From an optimization exercise on the open Yosys and OpenROAD flow, aimed at small area; shortcuts taken in it are not production practice.
In this exercise RTL edits were held to simulation tests only and were not proved equivalent to the original.

### config.mk
export PLATFORM = sky130hd
export DESIGN_NAME = video_core
export DESIGN_NICKNAME = video_core
export VERILOG_FILES = /design/flow/design.v
export SDC_FILE = /design/flow/constraint.sdc
export NUM_CORES = 4
export LEC_CHECK = 0
export CAP_MARGIN = 20
export CORE_MARGIN = 2
export CORE_UTILIZATION = 40
export PLACE_DENSITY = 0.6
export SLEW_MARGIN = 20
### constraint.sdc
create_clock -name core_clock -period 10.0 [get_ports {clk}]
set_input_delay 2.0000 -clock core_clock [delete_from_list [all_inputs] [get_ports {clk}]]
set_output_delay 2.0000 -clock core_clock [all_outputs]
set_load 0.01 [all_outputs]
### design.v
`timescale 1ns / 1ps
module video_core(
	input         clk,
	input         rst_n,
	input  [7:0]  vpo,
	input         config_done,
	input         enhance_enable,
	input         video_zoom,
	input         cross_output,
	output [9:0]  lut_addr,
	input  [7:0]  lut_data,
	output [19:0] sram_a_addr,
	output        sram_a_ce_n,
	output        sram_a_we_n,
	output        sram_a_oe_n,
	output [15:0] sram_a_dout,
	output        sram_a_doe,
	input  [15:0] sram_a_din,
	output [19:0] sram_b_addr,
	output        sram_b_ce_n,
	output        sram_b_we_n,
	output        sram_b_oe_n,
	output [15:0] sram_b_dout,
	output        sram_b_doe,
	input  [15:0] sram_b_din,
	output [7:0]  enc_data,
	output        frame_flag,
	output        decode_error,
	output [7:0]  img_mean,
	output        iris_int,
	output [7:0]  max_gray
);
function [19:0] radd;
	input [19:0] a;
	input [19:0] b;
	input        ci;
	integer i;
	reg c;
	begin
		c = ci;
		for (i = 0; i < 20; i = i + 1) begin
			radd[i] = a[i] ^ b[i] ^ c;
			c = (a[i] & b[i]) | (a[i] & c) | (b[i] & c);
		end
	end
endfunction
reg [7:0] d1, d2;
always @(posedge clk or negedge rst_n)
	if (!rst_n) begin
		d1 <= 8'h00;
		d2 <= 8'h00;
	end else begin
		d1 <= vpo;
		d2 <= d1;
	end
localparam DI  = 4'd0,  DW  = 4'd1,  DE1 = 4'd2,  DE2 = 4'd3,
           DNP = 4'd4,  DFL = 4'd5,  DCB = 4'd6,  DLB = 4'd7,
           DCR = 4'd8,  DLR = 4'd9,  DEL = 4'd10, DNL = 4'd11, DER = 4'd12;
localparam RNP = 2'd0, RFL = 2'd1, REL = 2'd2, RNL = 2'd3;
reg [3:0]  ds;
reg [1:0]  dr;
reg [9:0]  hp;           
reg [9:0]  vc;           
reg        fld;
reg        flag;
reg        iris;
reg        err;
reg        we_w;
reg        ce_w;
reg [7:0]  mgb;          
reg [7:0]  mg;
reg [7:0]  lutr;
reg [24:17] img_hi;
reg [16:0] img_lo;
reg [7:0]  dlo, dhi;     
wire d_ff = (d2 == 8'hFF);
wire d_00 = (d2 == 8'h00);
wire d_ok = !d_ff && !d_00;
wire is_chroma = (ds == DCB) || (ds == DCR);
wire is_luma   = (ds == DLB) || (ds == DLR);
wire [7:0] lut_lo = (enhance_enable && is_chroma) ? d1 : lutr;
assign lut_addr = {!flag, 1'b0, lut_lo};
wire [19:0] img_lo_sum = radd({3'd0, img_lo}, {12'd0, d2}, 1'b0);
wire img_cy = img_lo_sum[17];
wire win = !fld && (hp >= 10'd103) && (hp < 10'd615) && (vc >= 10'd30) && (vc < 10'd286);
always @(posedge clk or negedge rst_n)
	if (!rst_n) begin
		ds <= DI;
		flag <= 1'b0;
		iris <= 1'b0;
		err <= 1'b0;
		we_w <= 1'b1;
		ce_w <= 1'b1;
		mgb <= 8'h00;
		mg <= 8'h00;
		lutr <= 8'h00;
		img_hi <= 8'h00;
	end else begin
		case (ds)
		DI:
			if (config_done) begin
				err <= 1'b0;
				flag <= ~flag;
				img_hi <= 8'h00;
				iris <= 1'b0;
				we_w <= 1'b1;
				ce_w <= 1'b1;
				mg <= mgb;
				ds <= DW;
			end
		DW:
			if (d_ff) ds <= DE1;
		DE1:
			ds <= d_00 ? DE2 : DER;
		DE2:
			if (!d_00) ds <= DER;
			else case (dr)
				RNP: ds <= DNP;
				RFL: ds <= DFL;
				REL: ds <= DEL;
				default: ds <= DNL;
			endcase
		DNP:
			ds <= DW;
		DFL:
			if (d2[6:4] == 3'b000) begin
				ds <= DCB;
				ce_w <= 1'b0;
			end else
				ds <= DW;
		DCB: begin
			we_w <= 1'b1;
			if (d_ff) ds <= DE1;
			else if (d_00) ds <= DER;
			else ds <= DLB;
		end
		DCR: begin
			we_w <= 1'b1;
			if (d_ok) ds <= DLR;
			else ds <= DER;
		end
		DLB, DLR:
			if (d_ok) begin
				ds <= (ds == DLB) ? DCR : DCB;
				if (win) img_hi <= radd({12'd0, img_hi}, 20'd0, img_cy);
				if (d2 >= mgb) mgb <= d2;
				we_w <= 1'b0;
			end else
				ds <= DER;
		DEL: begin
			we_w <= 1'b1;
			ce_w <= 1'b1;
			if (d2[6:4] == 3'b111)
				ds <= DI;
			else if (d2[6:4] == 3'b011) begin
				ds <= DW;
				iris <= 1'b0;
			end else if (d2[5:4] == 2'b01) begin
				if (!fld && vc == 10'd286) iris <= 1'b1;
				ds <= DW;
			end else
				ds <= DER;
		end
		DNL:
			if (d2[5:4] == 2'b00) begin
				ds <= DCB;
				ce_w <= 1'b0;
			end else
				ds <= DW;
		DER:
			if (config_done)
				ds <= DI;
			else begin
				we_w <= 1'b1;
				ce_w <= 1'b1;
				err <= 1'b1;
			end
		default:
			ds <= DER;
		endcase
		if (is_chroma && d_ok && enhance_enable) lutr <= d1;
	end
always @(posedge clk) begin
	case (ds)
	DI:
		if (config_done) begin
			dr <= RNP;
			hp <= 10'h3FF;
			vc <= 10'd0;
			fld <= 1'b0;
			img_lo <= 17'd0;
		end
	DNP:
		if (d2[6:5] == 2'b01) begin
			dr <= RFL;
			hp <= 10'h3FF;
			vc <= 10'd0;
		end
	DCB:
		if (d_ff) dr <= REL;
		else if (!d_00) hp <= radd({10'd0, hp}, 20'd0, 1'b1);
	DCR:
		if (d_ok) hp <= radd({10'd0, hp}, 20'd0, 1'b1);
	DLB, DLR:
		if (d_ok && win) img_lo <= img_lo_sum[16:0];
	DEL:
		if (d2[6:4] == 3'b111) begin
			fld <= 1'b0;
			hp <= 10'h3FF;
			vc <= 10'd0;
		end else if (d2[6:4] == 3'b011) begin
			dr <= RNL;
			fld <= 1'b1;
			hp <= 10'h3FF;
			vc <= 10'd0;
		end else if (d2[5:4] == 2'b01) begin
			hp <= 10'h3FF;
			vc <= radd({10'd0, vc}, 20'd0, 1'b1);
			dr <= RNL;
		end
	default: ;
	endcase
	if (!is_luma) dlo <= d2;
	dhi <= enhance_enable ? lut_data : d2;
end
wire [19:0] vf   = radd({10'd0, vc}, {11'd0, fld, 2'd0, fld, 5'd0}, 1'b0);
wire [19:0] vf5  = radd(vf, {vf[17:0], 2'd0}, 1'b0);
wire [19:0] vf45 = radd(vf5, {vf5[16:0], 3'd0}, 1'b0);
wire [19:0] wr_hi = radd(vf45, {14'd0, hp[9:4]}, 1'b0);
wire [19:0] wr_addr = {wr_hi[15:0], hp[3:0]};
wire [15:0] wr_data = {dhi, dlo};
assign img_mean = img_hi;
assign max_gray = mg;
assign iris_int = iris;
assign decode_error = err;
assign frame_flag = flag;
localparam EI  = 4'd0, EW  = 4'd1, EE1 = 4'd2, EE2 = 4'd3, ENP = 4'd4,
           EOD = 4'd5, EAC = 4'd6, EEL = 4'd7, ENL = 4'd8, EER = 4'd9;
localparam NNP = 2'd0, NOD = 2'd1, NEL = 2'd2, NNL = 2'd3;
reg [3:0]  es;
reg [1:0]  en;
reg        zd, zd1;
reg [10:0] q;
reg        qfv;
reg [8:0]  lc;
reg [7:0]  mp;
reg        ce_r;
reg        fe;
reg [7:0]  y0, y1, cr;
reg [19:1] bf;
wire [15:0] rd_data = flag ? sram_a_din : sram_b_din;
wire [9:0]  q2 = q[10:1];
wire [8:0]  rx  = zd1 ? {1'b0, lc[8:1]} : lc;
wire [9:0]  ry  = zd1 ? {1'b0, q[10:2]} : q[10:1];
wire [19:0] rxf = radd({11'd0, rx}, {11'd0, fe, 1'b0, zd1, fe, 1'b0, zd1, 3'd0}, 1'b0);
wire [19:0] ryk = radd({10'd0, ry}, {12'd0, zd1, 1'b0, zd1, zd1, 1'b0, zd1, 2'd0}, 1'b0);
wire [19:0] rx5  = radd(rxf, {rxf[17:0], 2'd0}, 1'b0);
wire [19:0] rx45 = radd(rx5, {rx5[16:0], 3'd0}, 1'b0);
wire [19:0] rd_hi = radd(rx45, {14'd0, ryk[9:4]}, 1'b0);
wire [19:0] a_calc = {rd_hi[15:0], ryk[3:0]};
wire [19:0] rd_addr = (zd1 && q[2:0] != 3'd0) ? {bf, 1'b1} : a_calc;
wire e_ff = (d1 == 8'hFF);
wire e_00 = (d1 == 8'h00);
wire xhair = cross_output && (((lc == 9'd144) && (q2 >= 10'd335) && (q2 < 10'd385)) ||
                              ((q2 == 10'd360) && (lc > 9'd134) && (lc <= 9'd154)));
always @(posedge clk or negedge rst_n)
	if (!rst_n) begin
		es <= EI;
		qfv <= 1'b0;
		ce_r <= 1'b1;
		bf <= 19'd0;
	end else begin
		case (es)
		EI:
			if (config_done) begin
				es <= EW;
				qfv <= 1'b0;
				ce_r <= 1'b1;
			end
		EW:
			if (e_ff) es <= EE1;
		EE1:
			es <= e_00 ? EE2 : EER;
		EE2:
			if (!e_00) es <= EER;
			else case (en)
				NNP: es <= ENP;
				NOD: es <= EOD;
				NEL: es <= EEL;
				default: es <= ENL;
			endcase
		ENP:
			es <= EW;
		EOD:
			if (d1[6:4] == 3'b000) begin
				es <= EAC;
				ce_r <= 1'b0;
			end else
				es <= EW;
		EAC:
			if (e_ff)
				es <= EE1;
			else if (q == 11'd1439) begin
				qfv <= 1'b0;
				es <= EW;
			end else begin
				qfv <= 1'b1;
				if (!q[0] && !xhair && zd1 && q[2:1] == 2'd0)
					bf <= a_calc[19:1];
			end
		EEL: begin
			ce_r <= 1'b1;
			if (d1[6:4] == 3'b111)
				es <= EI;
			else if (d1[6:4] == 3'b011 || d1[5:4] == 2'b01)
				es <= EW;
			else
				es <= EER;
		end
		ENL:
			if (d1[5:4] == 2'b00) begin
				es <= EAC;
				ce_r <= 1'b0;
			end else
				es <= EW;
		EER:
			if (config_done)
				es <= EI;
			else
				ce_r <= 1'b1;
		default:
			es <= EER;
		endcase
	end
always @(posedge clk) begin
	zd <= video_zoom;
	zd1 <= zd;
	mp <= 8'h00;
	case (es)
	EI:
		if (config_done) begin
			en <= NNP;
			q <= 11'd0;
			lc <= 9'd0;
			y0 <= 8'h10;
			y1 <= 8'h10;
			cr <= 8'h80;
			fe <= 1'b0;
		end else
			mp <= mp;
	ENP:
		if (d1[6:5] == 2'b01) en <= NOD;
	EOD:
		if (d1[6:4] == 3'b000) fe <= 1'b0;
	EAC:
		if (e_ff)
			en <= NEL;
		else if (q == 11'd1439) begin
			q <= 11'd0;
			en <= NEL;
		end else begin
			q <= radd({9'd0, q}, 20'd0, 1'b1);
			if (!q[0]) begin
				if (xhair)
					mp <= 8'h80;
				else if (zd1)
					case (q[2:1])
					2'd0: begin
						mp <= rd_data[7:0];
						y0 <= rd_data[15:8];
					end
					2'd1: begin
						mp <= rd_data[7:0];
						cr <= rd_data[7:0];
						y1 <= rd_data[15:8];
					end
					2'd2: mp <= 8'd189;
					default: mp <= cr;
					endcase
				else
					mp <= 8'd49;
			end else begin
				if (xhair)
					mp <= (rd_data[15:8] > 8'd128) ? 8'd20 : 8'd220;
				else if (zd1)
					mp <= q[2] ? y1 : y0;
				else
					mp <= rd_data[15:8];
			end
		end
	EEL:
		if (d1[6:4] == 3'b111)
			;
		else if (d1[6:4] == 3'b011) begin
			en <= NNL;
			fe <= 1'b1;
			lc <= 9'd0;
		end else if (d1[5:4] == 2'b01) begin
			en <= NNL;
			lc <= radd({11'd0, lc}, 20'd0, 1'b1);
		end
	default: ;
	endcase
end
assign enc_data = qfv ? mp : d2;
assign sram_b_addr = flag ? wr_addr : rd_addr;
assign sram_b_ce_n = flag ? ce_w : ce_r;
assign sram_b_we_n = flag ? we_w : 1'b1;
assign sram_b_oe_n = flag ? 1'b1 : ce_r;
assign sram_b_dout = wr_data;
assign sram_b_doe  = flag;
assign sram_a_addr = flag ? rd_addr : wr_addr;
assign sram_a_ce_n = flag ? ce_r : ce_w;
assign sram_a_we_n = flag ? 1'b1 : we_w;
assign sram_a_oe_n = flag ? ce_r : 1'b1;
assign sram_a_dout = wr_data;
assign sram_a_doe  = !flag;
endmodule
### run.sh
#!/bin/bash
# synth_recipe.tcl (not shown) runs the flow's synth.tcl, then flattens the netlist and writes it again
# the make line also repeats each setting of config.mk as NAME=value (left out here)
make -C /OpenROAD-flow-scripts/flow DESIGN_CONFIG=/design/flow/config.mk WORK_HOME=/design/flow/orfs CLKGATE_MAP_FILE= SYNTH_SCRIPT=/design/flow/synth_recipe.tcl finish
==> run summary <==
path summary, 6_finish.rpt:
path | to | slack (ns) | cells after the start | startpoint
max | sram_b_addr[19] | 0.44 | 22 | vc[1]$_SDFFCE_PP0P_
min | zd1$_DFF_P_ | 0.44 | 0 | zd$_DFF_P_
max reg2reg | img_hi[24]$_DFFE_PN0P_ | 3.11 | 28 | d2[0]$_DFF_PN0_
min reg2reg | zd1$_DFF_P_ | 0.44 | 0 | zd$_DFF_P_
max in group asynchronous | flag$_DFFE_PN0P_ | 7.41 | 2 | rst_n
min in group asynchronous | d1[3]$_DFF_PN0_ | 1.54 | 1 | rst_n
state kept, by name, indices dropped and copies added, names as in the netlist, 9 cells and up:
register  flops
q            11
bf           19
hp           10
vc           10
img_lo       17
lc            9
cells by family (layout without fill, tap and decap cells):
logic type | after synthesis | in the layout | share of synthesized area, %
DFF | 195 | 195 | 40.64
AOI/OAI and AO/OA | 221 | 221 | 10.92
buffers and inverters | 155 | 289 | 5.295
xor gates and xnor gates | 48 | 48 | 3.194
and+or+nand+nor | 374 | 374 | 14.38
other | 1 | 1 | 0.02849
muxes | 120 | 120 | 9.820
adders and majority gates | 144 | 144 | 15.71
stage by stage:
step | util (%) | hold slack (ns)
final | 48.32 | 0.4380
after global routing | 48.32 | 0.4559
after CTS | 48.30 | 0.4484
after detailed placement | 46.46 | 0.4160
after global placement | 46.46 | 0.4279
after floorplan | - | 0.3096
worst register-to-register path, delay by kind of cell, from the launching register on:
kind / cells / cell delay (ns)
xor+xnor: 1 / 0.16
flops: 1 / 0.46
fa+ha+maj: 24 / 5.99
buf+inv: 1 / 0.06
compound gates: 1 / 0.05
simple gates: 1 / 0.05
cell usage in the layout, fill, tap and decap left out, types with 12 or more instances in the layout:
cell type,n
fa_1,37
mux2i_1,47
nor2b_1,27
buf_4,12
xor2_1,12
nand3_1,32
and2_1,35
xnor2_1,36
edfxtp_1,103
clkdlybuf4s50_1,168
and3_1,24
nor3_1,17
nand2b_1,19
nor2_1,101
ha_1,102
mux2_2,62
a21oi_1,59
nand2_1,76
a211oi_1,12
o21ai_0,59
inv_1,76
clkbuf_16,18
dfrtp_1,78
o22ai_1,13
layer usage:
layer  GRT usage [%]  share of wire [%]  vias up
met5               0                  0        -
met4           5.048                1.5        0
met3           2.359                3.6       32
met2           30.75                 48      234
met1           24.78                 47     4653
li1                -                  -     4698
layout make-up:
class                           count  area, µm²
Fill cell                        3024      16770
Multi-Input combinational cell    908       7119
Tap cell                          442      553.0
Clock buffer                       19      464.2
Inverter                           77      289.0
Timing Repair Buffer              180       1772
Sequential cell                   195       5350
Clock inverter                     13      132.6
==> impl_results.html <==
<table>
<tr><th>Metric</th><th>Value</th></tr>
<tr><th colspan="2">Clock tree</th></tr>
<tr><td>Clock sinks</td><td>195</td></tr>
<tr><td>Clock-pin slew reported for the worst setup and hold paths after clock tree synthesis</td><td>0.07 ns</td></tr>
<tr><td>Clock buffers created by TritonCTS</td><td>17</td></tr>
<tr><td>Root Buffer</td><td>clkbuf_16</td></tr>
<tr><td>Clock buffer depth</td><td>2</td></tr>
<tr><td>H-tree lvl count</td><td>4</td></tr>
<tr><td>Number of resized instances in the post-cts repair step</td><td>0</td></tr>
<tr><td>Clock tree from TritonCTS</td><td>yes</td></tr>
<tr><td>Clock Latency Late Sink</td><td>0.44 ns</td></tr>
<tr><td># hold bufs at CTS</td><td>0</td></tr>
<tr><td>Post-CTS setup buffer count</td><td>0</td></tr>
<tr><th colspan="2">Global route</th></tr>
<tr><td>Global routing usage summed across all routing layers</td><td>18.29%</td></tr>
<tr><td>Total grt overflow</td><td>0</td></tr>
<tr><td>Via count of the first global-routing pass</td><td>9541</td></tr>
<tr><td>Global-route wire length before repair</td><td>49.65 mm</td></tr>
<tr><td>Antenna violations before repair</td><td>1</td></tr>
<tr><td>Maximum number of pins on one net before global-route repair</td><td>66</td></tr>
<tr><th colspan="2">Worst setup path</th></tr>
<tr><td>Maximum fanout along the worst path</td><td>8</td></tr>
<tr><td>CP required</td><td>8.00 ns</td></tr>
<tr><td>Type of the worst setup path</td><td>reg -&gt; out</td></tr>
<tr><td>Cell at the slowest stage of the critical path</td><td>fa_1</td></tr>
<tr><td>Largest stage delay, worst path</td><td>0.58 ns</td></tr>
<tr><td>Arrival time at the worst endpoint</td><td>7.56 ns</td></tr>
<tr><td>Worst-path cell chain</td><td>inv_1 -&gt; fa_1 -&gt; fa_1 -&gt; fa_1 -&gt; fa_1 -&gt; fa_1 -&gt; fa_1 -&gt; fa_1 -&gt; fa_1 -&gt; o31ai_1 -&gt; a22oi_4 -&gt; maj3_2 -&gt; xor2_1 -&gt; ha_1 -&gt; ha_1 -&gt; ha_1 -&gt; xor2_1 -&gt; inv_1 -&gt; nand3_1 -&gt; mux2i_1 -&gt; a311o_1 -&gt; clkdlybuf4s50_1</td></tr>
<tr><td>Most used cell, CP</td><td>fa_1</td></tr>
<tr><td>Family of cells with the greatest summed delay on the critical path</td><td>adder cells</td></tr>
<tr><td>Critical Path Source Type</td><td>register</td></tr>
<tr><td>Setup crit end kind</td><td>primary output</td></tr>
<tr><td>WP buf/inv</td><td>3</td></tr>
<tr><th colspan="2">Floorplan</th></tr>
<tr><td>Effective utilization at floorplan</td><td>40.55%</td></tr>
<tr><td>Std-Cell Core Area</td><td>32450 µm²</td></tr>
<tr><td>Number of rows in the core area</td><td>66</td></tr>
<tr><td>I/O pin cnt</td><td>171</td></tr>
<tr><td>Chip height</td><td>185.4 µm</td></tr>
<tr><td>Die Footprint</td><td>34370 µm²</td></tr>
<tr><td>Die boundary width</td><td>185.4 µm</td></tr>
<tr><th colspan="2">Synth</th></tr>
<tr><td>Most numerous cell in the Yosys netlist</td><td>edfxtp_1</td></tr>
<tr><td>Cell taking the most area after synthesis</td><td>edfxtp_1</td></tr>
<tr><td>Most common library cells after synthesis</td><td>edfxtp_1 (103), ha_1 (102), nor2_1 (101)</td></tr>
<tr><td>Post-synth cell types</td><td>83</td></tr>
<tr><td>Synthesized cell area</td><td>13160 µm²</td></tr>
<tr><td>Primary FF master, synth</td><td>edfxtp_1</td></tr>
<tr><td>Syn_area_per_cell</td><td>10.46 µm²</td></tr>
<tr><td>Nets in the synthesized netlist</td><td>1451</td></tr>
<tr><td>Count of flip-flops with a built-in enable after synthesis</td><td>103</td></tr>
<tr><td>Sequential element share of the synthesized area</td><td>40.64%</td></tr>
<tr><td>Area share of the largest cell type after synthesis</td><td>23.50%</td></tr>
<tr><td>Top cells by area in the synthesized netlist</td><td>edfxtp_1 (24%), dfrtp_1 (15%), ha_1 (9.7%)</td></tr>
<tr><td>Share of async-settable or async-resettable flops after synthesis</td><td>42.05%</td></tr>
<tr><td>Number of warnings printed during yosys synthesis</td><td>1</td></tr>
<tr><td>Instance count of the mapped netlist</td><td>1258</td></tr>
<tr><td>Flops &amp; latches, synth</td><td>195</td></tr>
<tr><th colspan="2">Place</th></tr>
<tr><td>I/O Buffers</td><td>169</td></tr>
<tr><td>Instance count after placement with tap cells included</td><td>1802</td></tr>
<tr><td>Worst setup slack before clock tree synthesis</td><td>0.9238 ns</td></tr>
<tr><td>Final HPWL DP</td><td>23.03 mm</td></tr>
<tr><td>Routability-driven placement congestion ratio</td><td>0.8902</td></tr>
<tr><td>Post-DP Area</td><td>15080 µm²</td></tr>
<tr><th colspan="2">Routing</th></tr>
<tr><td>Length of the first detailed-routing pass in iterations</td><td>5</td></tr>
<tr><td>Per-cell routed wire length</td><td>16.84 µm</td></tr>
<tr><td>Via count</td><td>9617</td></tr>
<tr><td>Final ANT Viol Nets</td><td>0</td></tr>
<tr><td>Final wirelength</td><td>30.89 mm</td></tr>
<tr><td>Initial drt markers</td><td>727</td></tr>
<tr><td>Residual DRC</td><td>0</td></tr>
<tr><td>Vias per Instance</td><td>5.244</td></tr>
<tr><th colspan="2">STA</th></tr>
<tr><td>Final cycle utilization of the critical path</td><td>95.62%</td></tr>
<tr><td>Sum of negative setup slack</td><td>0 ns</td></tr>
<tr><td>Achievable Freq</td><td>104.6 MHz</td></tr>
<tr><td>RSZ-0062 raised after global routing</td><td>false</td></tr>
<tr><td>Crit path time final</td><td>9.562 ns</td></tr>
<tr><td>Setup Skew</td><td>0.01507 ns</td></tr>
<tr><td>Crit path setup slack, layout</td><td>0.4382 ns</td></tr>
<tr><td>Count of pins over their slew limit</td><td>0</td></tr>
<tr><td>Final-report hold violation count</td><td>0</td></tr>
<tr><td>Final setup violation count</td><td>0</td></tr>
<tr><td>Worst-margin pin slew</td><td>1.062 ns</td></tr>
<tr><td>Max transition margin</td><td>28.93%</td></tr>
<tr><th colspan="2">Layout</th></tr>
<tr><td>Final Cell Area</td><td>15680 µm²</td></tr>
<tr><td>Area growth from synthesis to layout</td><td>19.14%</td></tr>
<tr><td>Total inserted antenna cells</td><td>0</td></tr>
<tr><td>Layout cell share with drive strength beyond 1</td><td>9.339%</td></tr>
<tr><td>Final layout net count</td><td>1572</td></tr>
<tr><td>Fin cells</td><td>1834</td></tr>
<tr><th colspan="2">Hold path</th></tr>
<tr><td>HP Class</td><td>reg -&gt; reg</td></tr>
<tr><th colspan="2">Run status</th></tr>
<tr><td>Status</td><td>no timing/DRC/antenna violations</td></tr>
<tr><th colspan="2">Job</th></tr>
<tr><td>Number of maximum-capacitance constraint violations</td><td>0</td></tr>
</table>

-- separate check: timing with driven ports --
The results above use ideal ports. As a check the final layout listed here was re-extracted and re-timed, cells and wires unchanged.
Step 1 (the two cells are an assumption about what drives the block):
set clk [get_ports {clk}]
set_driving_cell -lib_cell sky130_fd_sc_hd__clkbuf_16 $clk
set_driving_cell -lib_cell sky130_fd_sc_hd__buf_2 [delete_from_list [all_inputs] $clk]
Step 2, shift: input delay + t, output delay - t, t = (earliest + latest rising clock arrival at the registers) / 2. This alone moves slack from input paths to output paths.
a / b / c = ideal ports / drivers / drivers and shift; a / b = the first two.
t, ns: 0.480
slack for setup (ns): 0.438 / 0.389 / 0.869
worst setup path after step 2: register to output
latest minus earliest clock arrival (ns): 0.016 / 0.016
pins driven straight from the clock port: 1
After both steps this run still meets setup and hold. The setup slack of this run moves by -0.049 ns with the drivers and by +0.431 ns with both steps.
